From an optimization exercise on the open Yosys and OpenROAD flow, aimed at a short achievable clock period and few clock cycles per item; shortcuts taken in it are not production practice. Only simulation tests tie the RTL to the original design; equivalence was not proved. The clock input has no modelled driver; a real chip could not lean on it and would need a root buffer or a full tree. No activity file was given, so power comes from the tool's default toggle rates.

## repacketizer
module repacketizer
  #( parameter MAXPACKET = 16,
     parameter DEST_PORT_NUMBER = 8'hdd,
     parameter SRC_PORT_NUMBER = 8'hee,
     parameter NAGLE_COUNTER = 16'h40 )
  ( CLK, RESET,
    dataFifoData, dataFifoDataEnable,
    sizeFifoData, sizeFifoDataEnable, sizeFifoDataEmpty,
    packetout, packetoutValid );
clock: 5.0 ns
lec_check: 0
cap_margin: 20
core_margin: 10
core_utilization: 40
setup_slack_margin: 3.2
slew_margin: 20
run.sh (not shown) runs the stock make flow with config.mk's settings and CLKGATE_MAP_FILE= SYNTH_SCRIPT=/design/flow/synth_recipe.tcl, a recipe that flattens the netlist after the stock synthesis.
The starting point finished clean.
Testbench counts at the start, summed over its fixed seeds: cycles 104,017, bytes 56,698.
Then changed:
ABC_CLOCK_PERIOD_IN_PS = 1500   (was default)
After rerunning:
- The new run finished with timing, DRC and antenna clean
- non-clock buffer count does not change
- synthesized cell count does not change
- clock skew stays the same
Then changed:
ABC_CLOCK_PERIOD_IN_PS = default   (was 1500)
SETUP_SLACK_MARGIN = default   (was 3.2)
What happened:
- setup slack loses 0.94 ns
- register-to-register slack loses 0.94 ns
- total power shrinks by about 14%


The RTL this note starts from:
==> flow/design.v <==
module repacketizer
  #( parameter MAXPACKET = 16,
     parameter DEST_PORT_NUMBER = 8'hdd,
     parameter SRC_PORT_NUMBER = 8'hee,
     parameter NAGLE_COUNTER = 16'h40 )
  ( CLK, RESET,
    dataFifoData, dataFifoDataEnable,
    sizeFifoData, sizeFifoDataEnable, sizeFifoDataEmpty,
    packetout, packetoutValid );
   input             CLK;
   input             RESET;
   input [7:0]       dataFifoData;
   output reg        dataFifoDataEnable;
   input [7:0]       sizeFifoData;
   output reg        sizeFifoDataEnable;
   input             sizeFifoDataEmpty;
   output [7:0]      packetout;
   output            packetoutValid;
   reg        rst;          
   reg [7:0]  ns;           
   reg        nsv;          
   reg [5:0]  ecnt;         
   reg        sen_i;        
   reg [7:0]  din;          
   reg [7:0]  dg;           
   reg        dvalid;       
   reg        den_i;        
   reg [3:0]  dcnt;         
   reg        st_next, st_plan, st_hdr, st_data, st_wait;
   reg [7:0]  rem;          
   reg        remnz;        
   reg [7:0]  totlen;
   reg [4:0]  pieceno;
   reg [7:0]  seqno;        
   reg [7:0]  ps;           
   reg [4:0]  used;         
   reg [3:0]  space;        
   reg [3:0]  tl;           
   reg [15:0] wpos;         
   reg [15:0] hpos;         
   reg [7:0]  B [0:15];
   reg [7:0]  csd, csh;     
   reg [7:0]  hop;          
   reg [4:0]  cs_lo;        
   reg [3:0]  cs_ha, cs_hb; 
   reg        took;         
   reg        le_m, le_n;   
   reg [7:0]  rms_m, rms_n; 
   reg [4:0]  up_m, up_n;   
   reg [3:0]  sm_m, sm_n;   
   reg [7:0]  O [0:19];
   reg [19:0] V;
   reg        load;         
   reg        ld1;          
   reg        busy;         
   assign packetout = O[0];
   assign packetoutValid = V[0];
   wire       le_r = took ? le_n : le_m;
   wire [3:0] tl_new = le_r ? rem[3:0] : space;
   wire       ns_take = st_next && !remnz && nsv;
   wire       full = used[4] || used[3:2] == 2'b11;
   wire       piece_end = st_data && dvalid && !den_i;
   wire       flush = st_next && !remnz && !nsv && used != 5'd0 &&
                      ecnt[5] && !busy;
   wire       go_wait = (piece_end && full) || flush;
   integer i;
   always @(posedge CLK)
     rst <= RESET;
   always @(posedge CLK) begin
      if (rst) begin
         sizeFifoDataEnable <= 1'b0;
         sen_i <= 1'b0;
         nsv <= 1'b0;
         ecnt <= 6'd0;
      end else begin
         sizeFifoDataEnable <= !sizeFifoDataEmpty && !sizeFifoDataEnable &&
                               (!nsv || ns_take);
         sen_i <= !sizeFifoDataEmpty && !sen_i && (!nsv || ns_take);
         if (sen_i)
           nsv <= 1'b1;
         else if (ns_take)
           nsv <= 1'b0;
         if (!sizeFifoDataEmpty)
           ecnt <= 6'd0;
         else if (!ecnt[5])
           ecnt <= ecnt + 6'd1;
      end
      if (sen_i)
        ns <= sizeFifoData;
   end
   always @(posedge CLK) begin
      din <= dataFifoData;
      dg <= den_i ? dataFifoData :
            st_plan ? {4'd0, tl_new} : 8'd0;
      if (rst) begin
         dataFifoDataEnable <= 1'b0;
         den_i <= 1'b0;
         dvalid <= 1'b0;
         dcnt <= 4'd0;
      end else begin
         dvalid <= den_i;
         if (st_plan)
           dataFifoDataEnable <= 1'b1;
         else if (dataFifoDataEnable)
           dataFifoDataEnable <= (dcnt != 4'd1);
         if (st_plan) begin
            den_i <= 1'b1;
            dcnt <= tl_new;
         end else if (den_i) begin
            den_i <= (dcnt != 4'd1);
            dcnt <= dcnt - 4'd1;
         end
      end
   end
   always @(posedge CLK) begin
      le_m <= rem[7:4] == 4'd0 && rem[3:0] <= space;
      rms_m <= rem - {4'd0, space};
      up_m <= used + 5'd4 + {1'b0, rem[3:0]};
      sm_m <= space - 4'd4 - rem[3:0];
      le_n <= ns[7:4] == 4'd0 && ns[3:0] <= space;
      rms_n <= ns - {4'd0, space};
      up_n <= used + 5'd4 + {1'b0, ns[3:0]};
      sm_n <= space - 4'd4 - ns[3:0];
      took <= ns_take;
      cs_lo <= {1'b0, csd[3:0]} + {1'b0, csh[3:0]};
      cs_ha <= csd[7:4];
      cs_hb <= csh[7:4];
      for (i = 0; i < 16; i = i + 1) begin
         if (hpos[i]) B[i] <= totlen;
         if (i >= 1 && hpos[(i+15)%16]) B[i] <= {4'd0, tl};
         if (i >= 2 && hpos[(i+14)%16]) B[i] <= {3'd0, pieceno};
         if (i >= 3 && hpos[(i+13)%16]) B[i] <= seqno;
         if (dvalid && wpos[i]) B[i] <= din;
      end
      hpos <= st_plan ? wpos : 16'd0;
      hop <= st_plan ? totlen : st_hdr ? ps : 8'd0;
      if (ns_take) begin
         rem <= ns;
         totlen <= ns;
         pieceno <= 5'd0;
         ps <= seqno;
      end
      if (st_plan) begin
         tl <= tl_new;
         if (le_r)
           rem <= 8'd0;
         else
           rem <= took ? rms_n : rms_m;
      end
      if (st_hdr) begin
         pieceno <= pieceno + 5'd1;
         ps <= ps + 8'd1;
      end
      if (load)
        ps <= ps + 8'd1;
      if (rst) begin
         st_next <= 1'b1;
         st_plan <= 1'b0;
         st_hdr <= 1'b0;
         st_data <= 1'b0;
         st_wait <= 1'b0;
         load <= 1'b0;
         remnz <= 1'b0;
         used <= 5'd0;
         space <= 4'd12;
         seqno <= 8'd0;
         wpos <= 16'd1;
         csd <= 8'd0;
         csh <= 8'd0;
      end else begin
         load <= !V[1] && !load && ((st_wait && busy) || go_wait);
         csd <= csd + dg;
         csh <= csh + hop;
         if (st_next) begin
            if (remnz || nsv) begin
               st_next <= 1'b0;
               st_plan <= 1'b1;
            end else if (flush) begin
               st_next <= 1'b0;
               st_wait <= 1'b1;
            end
            if (ns_take)
              remnz <= 1'b1;
         end
         if (st_plan) begin
            remnz <= !le_r;
            if (le_r) begin
               used <= took ? up_n : up_m;
               space <= took ? sm_n : sm_m;
            end else begin
               used <= 5'd16;
            end
            st_plan <= 1'b0;
            st_hdr <= 1'b1;
         end
         if (st_hdr) begin
            wpos <= wpos << 4;
            st_hdr <= 1'b0;
            st_data <= 1'b1;
         end
         if (dvalid) begin
            wpos <= wpos << 1;
            if (!den_i) begin
               st_data <= 1'b0;
               if (full)
                 st_wait <= 1'b1;
               else
                 st_next <= 1'b1;
            end
         end
         if (load) begin
            wpos <= 16'd1;
            used <= 5'd0;
            space <= 4'd12;
            seqno <= seqno + 8'd1;
            csd <= 8'd0;
            csh <= 8'd0;
            st_wait <= 1'b0;
            st_next <= 1'b1;
         end
      end
   end
   always @(posedge CLK) begin
      if (load) begin
         O[1] <= SRC_PORT_NUMBER;
         O[2] <= {3'd0, used};
         for (i = 0; i < 16; i = i + 1) O[4+i] <= B[i];
      end else begin
         for (i = 1; i < 19; i = i + 1) O[i] <= O[i+1];
         if (ld1) O[2] <= {cs_ha + cs_hb + {3'd0, cs_lo[4]}, cs_lo[3:0]};
      end
      if (rst) begin
         V <= 20'd0;
         busy <= 1'b0;
         ld1 <= 1'b0;
         O[0] <= 8'd0;
      end else begin
         ld1 <= load;
         busy <= load || (busy && V[1]);
         if (load) begin
            O[0] <= DEST_PORT_NUMBER;
            for (i = 0; i < 20; i = i + 1) V[i] <= (i < used + 4);
         end else begin
            O[0] <= V[1] ? O[1] : 8'd0;
            V <= {1'b0, V[19:1]};
         end
      end
   end
endmodule
clock: 5.0 ns
lec_check: 0
cap_margin: 20
core_margin: 10
core_utilization: 70
setup_slack_margin: 3.3
slew_margin: 20
standard.sh (not shown) runs the stock make flow with config.mk's settings and CLKGATE_MAP_FILE= SYNTH_SCRIPT=/design/flow/synth_recipe.tcl, a recipe that flattens the netlist after the stock synthesis.
==> flow/flow/run.sh <==
#!/bin/bash
# The standard ORFS layout, with a hand-built two-level clock tree
# (flow/clock_tree.tcl, run as ORFS's PRE_CTS_TCL hook) in place of TritonCTS.
set -euo pipefail
here=$(pwd)
export PRE_CTS_TCL=$here/flow/clock_tree.tcl
export CLOCK_MIDS=4
export CLUSTER_TARGET=20
bash standard.sh > "$here/standard.log" 2>&1
Other scripts of this flow, unchanged in this note and not shown: flow/flow/clock_tree.tcl
Testbench counts at the start, summed over its fixed seeds: cycles 104,025, bytes 56,698.
Then changed:
Settings changed: CORE_UTILIZATION 70 to 55.
Via count falls by 3.8%.
Design area rose by 0.54%.
Core utilization is lower by 17 points.
No run of this note takes its clock network from TritonCTS; it comes from the design's own scripts or RTL.

static timing again, ports no longer ideal:
Ports are ideal in the flow. The routed layouts listed here were re-timed in OpenROAD.
Step 1 assumes that a clkbuf_16 drives the clock port and a buf_2 every other input.
Step 2 times the ports against the registers' clock, not the clock port: input delays grow and output delays shrink by t, the midpoint of the rising clock arrivals with the driver on.
Slacks: ideal / step 1 / step 2; pairs: ideal / step 1.
run | t (ns) | slack for setup (ns) | slew at the worst register clock pin (ns)
the first run of note 1 | 0.667 | 2.892 / 2.833 / 2.465 | 0.07 / 0.07
the second run of note 1 | 0.667 | 2.892 / 2.833 / 2.465 | 0.07 / 0.07
the third run of note 1 | 0.675 | 1.949 / 1.949 / 1.631 | 0.07 / 0.07
the first run of note 2 | 0.462 | 3.185 / 3.066 / 3.066 | 0.09 / 0.09
the second run of note 2 | 0.464 | 3.192 / 3.078 / 2.987 | 0.09 / 0.09
After both steps every run listed still meets setup and hold.
